From an optimization exercise on the open Yosys and OpenROAD flow, aimed at small area; shortcuts taken in it are not production practice. Only simulation tests tie the RTL to the original design; equivalence was not proved. No activity file was given, so power comes from the tool's default toggle rates.

==> flow/design.v (excerpt) <==
module CPU_Top #(
    parameter DATA_WIDTH = 32,
    parameter ADDR_WIDTH = 8
) (
    input clk,
    input reset,
    input [DATA_WIDTH-1:0] instruction_data,
    input [DATA_WIDTH-1:0] read_data,
    output [ADDR_WIDTH-1:0] instruction_address,
    output [ADDR_WIDTH-1:0] data_address,
    output [DATA_WIDTH-1:0] write_data,
    output write_enable
);
    localparam FETCH = 3'd0, DECODE = 3'd1, EXECUTE = 3'd2, MEMORY = 3'd3, WRITEBACK = 3'd4;
    reg  [2:0]  state;
    reg  [31:0] ir;
    reg  [31:0] mdr;
    reg  [7:0]  mar;
    reg  [7:0]  pc;
    reg  [31:0] wd_q;       
    reg  [31:1] valid;
    wire s_f = state == FETCH;
    wire s_d = state == DECODE;
    wire s_e = state == EXECUTE;
    wire s_m = state == MEMORY;
    wire s_w = state == WRITEBACK;
    wire [4:0] opcode = ir[31:27];
    wire [4:0] rd     = ir[26:22];
    wire [4:0] rs1    = ir[21:17];
    wire [4:0] rs2    = ir[16:12];
    wire [7:0] imm8   = ir[7:0];
    wire op_alu   = ~opcode[4];
    wire op_load  = opcode == 5'b10000;
    wire op_store = opcode == 5'b10001;
    wire op_jump  = opcode == 5'b10010;
    wire op_ls    = op_load | op_store;
    wire        reg_write = (s_e & (op_alu | op_load)) | ((s_m | s_w) & op_load);
    wire [31:0] alu_out;
    wire [31:0] wdata = opcode[4] ? mdr : alu_out;
    wire [4:0]  ridx  = s_d ? rs2 : rs1;
    reg  [1:0]  phase;      
    reg  [1:0]  phase3;     
    always @(posedge clk or posedge reset)
        if (reset) begin
            phase  <= 2'd0;
            phase3 <= 2'd0;
        end else begin
            phase  <= phase + 2'd1;
            phase3 <= (phase3 == 2'd2) ? 2'd0 : phase3 + 2'd1;
        end
    function at_head;
        input [4:0] r;
        input [1:0] ph;
        input [1:0] ph3;
        begin
            if (r[4:2] == 3'd0)
                at_head = r[1:0] == 2'd3 - ph3;
            else
                at_head = r[1:0] == ~ph;
        end
    endfunction
    reg         p_v;
    reg  [4:0]  p_rd;
    reg  [31:0] p_data;
    wire wn = reg_write & (rd != 5'd0);
  ...
For scale: roughly 3400 cells after synthesis, about 120 I/O pins, roughly 39000 um^2 of cells after synthesis.
clock: 17.5 ns
lec_check: 0
abc_area: 1
cap_margin: 5
core_margin: 2
core_utilization: 60
cts_buf_list: sky130_fd_sc_hd__clkbuf_16
cts_cluster_diameter: 100
cts_cluster_size: 24
gpl_routability_driven: 1
place_density: 0.7
slew_margin: 5
standard.sh (not shown) runs the stock make flow with config.mk's settings and CLKGATE_MAP_FILE= SYNTH_SCRIPT=/design/flow/synth_recipe.tcl, a recipe that flattens the netlist after the stock synthesis.
==> flow/flow/run.sh <==
#!/bin/bash
# Own layout flow: the standard synthesis, then the combinational logic
# between the (unchanged) registers is re-mapped by ABC for area, then the standard flow's
# standard layout from floorplan to finish on that netlist.
# Each tool's full output goes to a log file of its own in this folder.
set -euo pipefail
WORK=$(pwd)
R=$WORK/orfs/results/$FLOW_PLATFORM/CPU_Top/base

# 1. standard synthesis (registers, their names and cell types come from here)
bash standard.sh synth > "$WORK/log_1_standard_synth.log" 2>&1

# 2. re-map the combinational logic for area
cp "$R/1_2_yosys.v" "$WORK/standard_1_2_yosys.v"
REOPT_IN="$WORK/standard_1_2_yosys.v" REOPT_OUT="$WORK/reopt_1_2_yosys.v" \
REOPT_SCRIPT="$WORK/flow/area.abc" \
  yosys -c flow/reopt.tcl > "$WORK/log_2_reopt.log" 2>&1
cp "$WORK/reopt_1_2_yosys.v" "$R/1_2_yosys.v"
rm -f "$R/1_synth.odb" "$R/1_synth.sdc"
touch "$R/1_2_yosys.v"

# 3. standard layout from the re-mapped netlist
bash standard.sh finish > "$WORK/log_3_standard_layout.log" 2>&1
Other scripts of this flow, unchanged in this note and not shown: flow/flow/area.abc, flow/flow/reopt.tcl
Rerun with:
CAP_MARGIN = 20   (was 5)
SLEW_MARGIN = 20   (was 5)
Result:
- The new run produced a clean layout
- register-to-register slack gets better by 0.13 ns
- final cell count stays flat
- total power barely changes
- cell area barely changes
- routed wire length is about the same
- first-iteration DRC count shrinks by 1.5%
- via count barely changes
- non-clock buffer count does not change
- sequential cell count does not change
- global-route usage stays the same

========
## raven
Another version of the RTL of CPU_Top (not shown whole).
Size in the first run: about 0.038 mm2 of cells after synthesis.
Settings: LEC_CHECK=0, ABC_AREA=1, CAP_MARGIN=20, CORE_MARGIN=2, CORE_UTILIZATION=75, CTS_BUF_LIST=sky130_fd_sc_hd__clkbuf_16, CTS_CLUSTER_DIAMETER=100, CTS_CLUSTER_SIZE=24, GPL_ROUTABILITY_DRIVEN=1, PLACE_DENSITY=0.85, SLEW_MARGIN=20; clock period 17.5 ns.
==> flow/flow/area.abc <==
strash
&get -n
&deepsyn -T 120
&put
dc2
&get -n
&dch -f
&nf -a -R 2000
&put
topo
==> flow/flow/reopt.tcl <==
# Re-map the combinational cells of a mapped netlist for area, keeping every
# flip-flop instance (name and cell type) as it is.
yosys -import
set lib $::env(FLOW_HOME)/platforms/$::env(FLOW_PLATFORM)/lib/sky130_fd_sc_hd__tt_025C_1v80.lib
set top $::env(FLOW_TOP)
set dont_use {}
foreach c {
  sky130_fd_sc_hd__probe_p_8 sky130_fd_sc_hd__probec_p_8 sky130_fd_sc_hd__lpflow_bleeder_1
  sky130_fd_sc_hd__lpflow_clkbufkapwr_1 sky130_fd_sc_hd__lpflow_clkbufkapwr_16
  sky130_fd_sc_hd__lpflow_clkbufkapwr_2 sky130_fd_sc_hd__lpflow_clkbufkapwr_4
  sky130_fd_sc_hd__lpflow_clkbufkapwr_8 sky130_fd_sc_hd__lpflow_clkinvkapwr_1
  sky130_fd_sc_hd__lpflow_clkinvkapwr_16 sky130_fd_sc_hd__lpflow_clkinvkapwr_2
  sky130_fd_sc_hd__lpflow_clkinvkapwr_4 sky130_fd_sc_hd__lpflow_clkinvkapwr_8
  sky130_fd_sc_hd__lpflow_inputiso0n_1 sky130_fd_sc_hd__lpflow_inputiso0p_1
  sky130_fd_sc_hd__lpflow_inputiso1n_1 sky130_fd_sc_hd__lpflow_inputiso1p_1
  sky130_fd_sc_hd__lpflow_inputisolatch_1 sky130_fd_sc_hd__lpflow_isobufsrc_1
  sky130_fd_sc_hd__lpflow_isobufsrc_16 sky130_fd_sc_hd__lpflow_isobufsrc_2
  sky130_fd_sc_hd__lpflow_isobufsrc_4 sky130_fd_sc_hd__lpflow_isobufsrc_8
  sky130_fd_sc_hd__lpflow_isobufsrckapwr_16
} { lappend dont_use -dont_use $c }

# combinational cells as logic, sequential cells kept as instances
read_liberty -ignore_miss_func $lib
read_verilog $::env(REOPT_IN)
hierarchy -top $top
set seq {}
foreach c [regexp -all -inline {sky130_fd_sc_hd__[a-z0-9_]+} [read [open $::env(REOPT_IN)]]] {
  if {[regexp {__(df|edf|sdf|dl|sedf)} $c] && [lsearch $seq $c] < 0} { lappend seq $c }
}
puts "sequential cell types kept: $seq"
foreach c $seq { setattr -mod -set keep_hierarchy 1 $c }
tee -o before_stat.txt stat
flatten
opt_clean
abc -liberty $lib {*}$dont_use -script $::env(REOPT_SCRIPT)
opt_clean
read_liberty -lib -overwrite $lib
setattr -mod -unset keep_hierarchy
splitnets
opt_clean -purge
hilomap -singleton -hicell sky130_fd_sc_hd__conb_1 HI -locell sky130_fd_sc_hd__conb_1 LO
insbuf -buf sky130_fd_sc_hd__buf_4 A X
# left out here: clean up, hide names made inside functions
tee -o reopt_stat.txt stat -liberty $lib
check -assert -mapped
write_verilog -noattr -nohex -nodec $::env(REOPT_OUT)
Scripts as last shown in full above: flow/flow/run.sh
raven ended with every stage complete and zero timing, DRC or antenna violations.
Input-level comparison between garnet and raven:
- a change of PLACE_DENSITY from 0.85 to 0.75
- a change of CORE_UTILIZATION from 75 to 65
- a change of CTS_CLUSTER_SIZE from 24 to 26
## What came out
Relative to raven, period utilization has gone down in garnet. In the metrics for raven and garnet, the one carrying the higher clock share of power is raven. Overall die height (garnet vs. raven) increases by a little under 10%. The run showing the greater top fanout value on the critical path is garnet. Delta (garnet minus raven): count of clock-buffer cells in the layout dropped 5.4%, number of global-route vias before repair dropped 2,545, footprint of the multi-input gates barely changed. Measured against garnet, the via count of raven comes out at 1.05 times the reference value. Comparing all-layer global routing usage for raven and garnet, the bigger number came from raven. [compare] base=raven new=garnet: net switching share of the total power went down 0.81 points; worst clock skew dropped 14 ps.
Setup changes, garnet to maple
- swapping 0.75 for 0.9 in PLACE_DENSITY
- swapping 65 for 80 in CORE_UTILIZATION
Results
Diff garnet and maple: fraction of met2 tracks used by global routing higher in maple. Summary of maple over garnet: delay of the slowest critical-path stage climbed 230 ps, total design power climbed about 4%, slew at the pin closest to its max-slew limit climbed 55 ps, net switching component of the power climbed about 8%. maple went all the way through the flow, and no timing, DRC or antenna check failed. The flow did not stop early for garnet: all stages ran, and the layout cleared the timing, design-rule and antenna checks. Wire length delta for maple relative to garnet: about 2.8% higher. Summary — switching part of the total, maple relative to garnet: higher, by 1.6 points. Comparing maple against garnet, there is no change at all in hold violation total from the final report. For the post-route minimum period, maple came in 490 ps higher than garnet did. maple has total track usage above what garnet had.
Modified inputs, amber compared to maple
- PLACE_DENSITY now 0.8, was 0.9
- CORE_UTILIZATION now 70, was 80
- GPL_TIMING_DRIVEN now 0, previously not set
- CTS_CLUSTER_SIZE now 30, was 26
## What came out
Diff maple -> amber: share of total power in combinational logic higher, total die area higher, global-route met1 utilization lower. Of the two values seen for cell type of the slowest stage on the worst timing path, sky130_fd_sc_hd__nor3_1 was produced by maple and sky130_fd_sc_hd__nor2_2 by amber. Layout-stage area growth over the synthesis result in amber vs maple: up 4.1 points. Delta (amber minus maple): period utilization has decreased, filler cell count now sits higher, clock share of power dropped 0.6 points, non-clock buffer count has increased. Across amber and maple, none had a timing, DRC or antenna violation.
Setup changes, amber to indigo
- a change of CTS_CLUSTER_SIZE from 30 to 26
- a deleted GPL_TIMING_DRIVEN that had been 0
--- outcome ---
Diff amber -> indigo: final critical-path required period now smaller, first-iteration DRC count moved down, fmax shows an increase of about 0.7%, diode insertion count for antenna repair shows a reduction of 4.
Net switching power of the design (lower): amber
From amber to indigo the numbers moved as follows: clock network contribution to total cell area climbed 0.59 points, clock skew grew by 13 ps, number of antenna violations at the first check in global routing went down by 1, worst setup slack after layout went up by 120 ps.
For clock insertion delay at the later pin of the skew report, amber and indigo come out practically identical.
The higher highest ir drop seen on vdd came out of amber.
Inputs modified between indigo and fjord:
- swapping 0.8 for 0.7 in PLACE_DENSITY
- swapping 70 for 60 in CORE_UTILIZATION
- swapping 26 for 24 in CTS_CLUSTER_SIZE
fjord vs. indigo: number of vias per cell after detailed routing went down by 5.1%.
From indigo to fjord the numbers moved as follows: half-perimeter wire length after placement rose about 8%; power per standard cell area decreased by about 1.1% relative to the old numbers.
Diff fjord..indigo | worst-skew pair later-pin latency | negligible
For fjord and indigo, there was not a single run that failed to finish clean.
fjord: first-pass GRT wire length higher than indigo
When fjord is measured against indigo, its net load switching power turns out 1.1% lower.
The total power number comes out lower for fjord vs indigo.
For the proportion of power drawn by combinational gates, fjord came in 0.5 points lower than indigo did.
Taking indigo as 1.0, fjord lands at 1.08 on die extent in y.
Setup WNS indigo -> fjord: worse

## afterwards: timing with drivers on the ports
How much do the figures lean on ideal ports? The routed layouts below were timed once more, with nothing changed but the port constraints.
Step 1: set_driving_cell puts a clkbuf_16 on clk and a buf_2 on each other input, an assumption about the parent block.
Step 2 adds t to the input delays and takes it off the output delays; t is the mean of the earliest and latest rising clock arrival at the registers after step 1. Input paths then give back, and output paths get back, about the clock's delay inside the block.
Three values: ideal, step 1, step 2; two values: the first two.
| run | t, ns | setup slack, ns | latest minus earliest clock arrival (ns) | slew at the worst register clock pin (ns) |
|---|---|---|---|---|
| the first run of note 1 | 0.734 | 1.077 / 1.077 / 1.077 | 0.027 / 0.027 | 0.11 / 0.11 |
| the second run of note 1 | 0.734 | 1.203 / 1.203 / 1.203 | 0.025 / 0.026 | 0.11 / 0.11 |
| raven | 0.718 | 0.660 / 0.660 / 0.660 | 0.041 / 0.042 | 0.10 / 0.10 |
| garnet | 0.716 | 0.959 / 0.959 / 0.959 | 0.027 / 0.027 | 0.11 / 0.11 |
| maple | 0.732 | 0.470 / 0.470 / 0.470 | 0.052 / 0.052 | 0.11 / 0.11 |
| amber | 0.722 | 0.694 / 0.694 / 0.694 | 0.045 / 0.045 | 0.12 / 0.12 |
| indigo | 0.725 | 0.818 / 0.818 / 0.818 | 0.058 / 0.058 | 0.11 / 0.11 |
| fjord | 0.740 | 0.644 / 0.644 / 0.644 | 0.020 / 0.020 | 0.10 / 0.10 |
After both steps setup and hold are still met in every run listed.
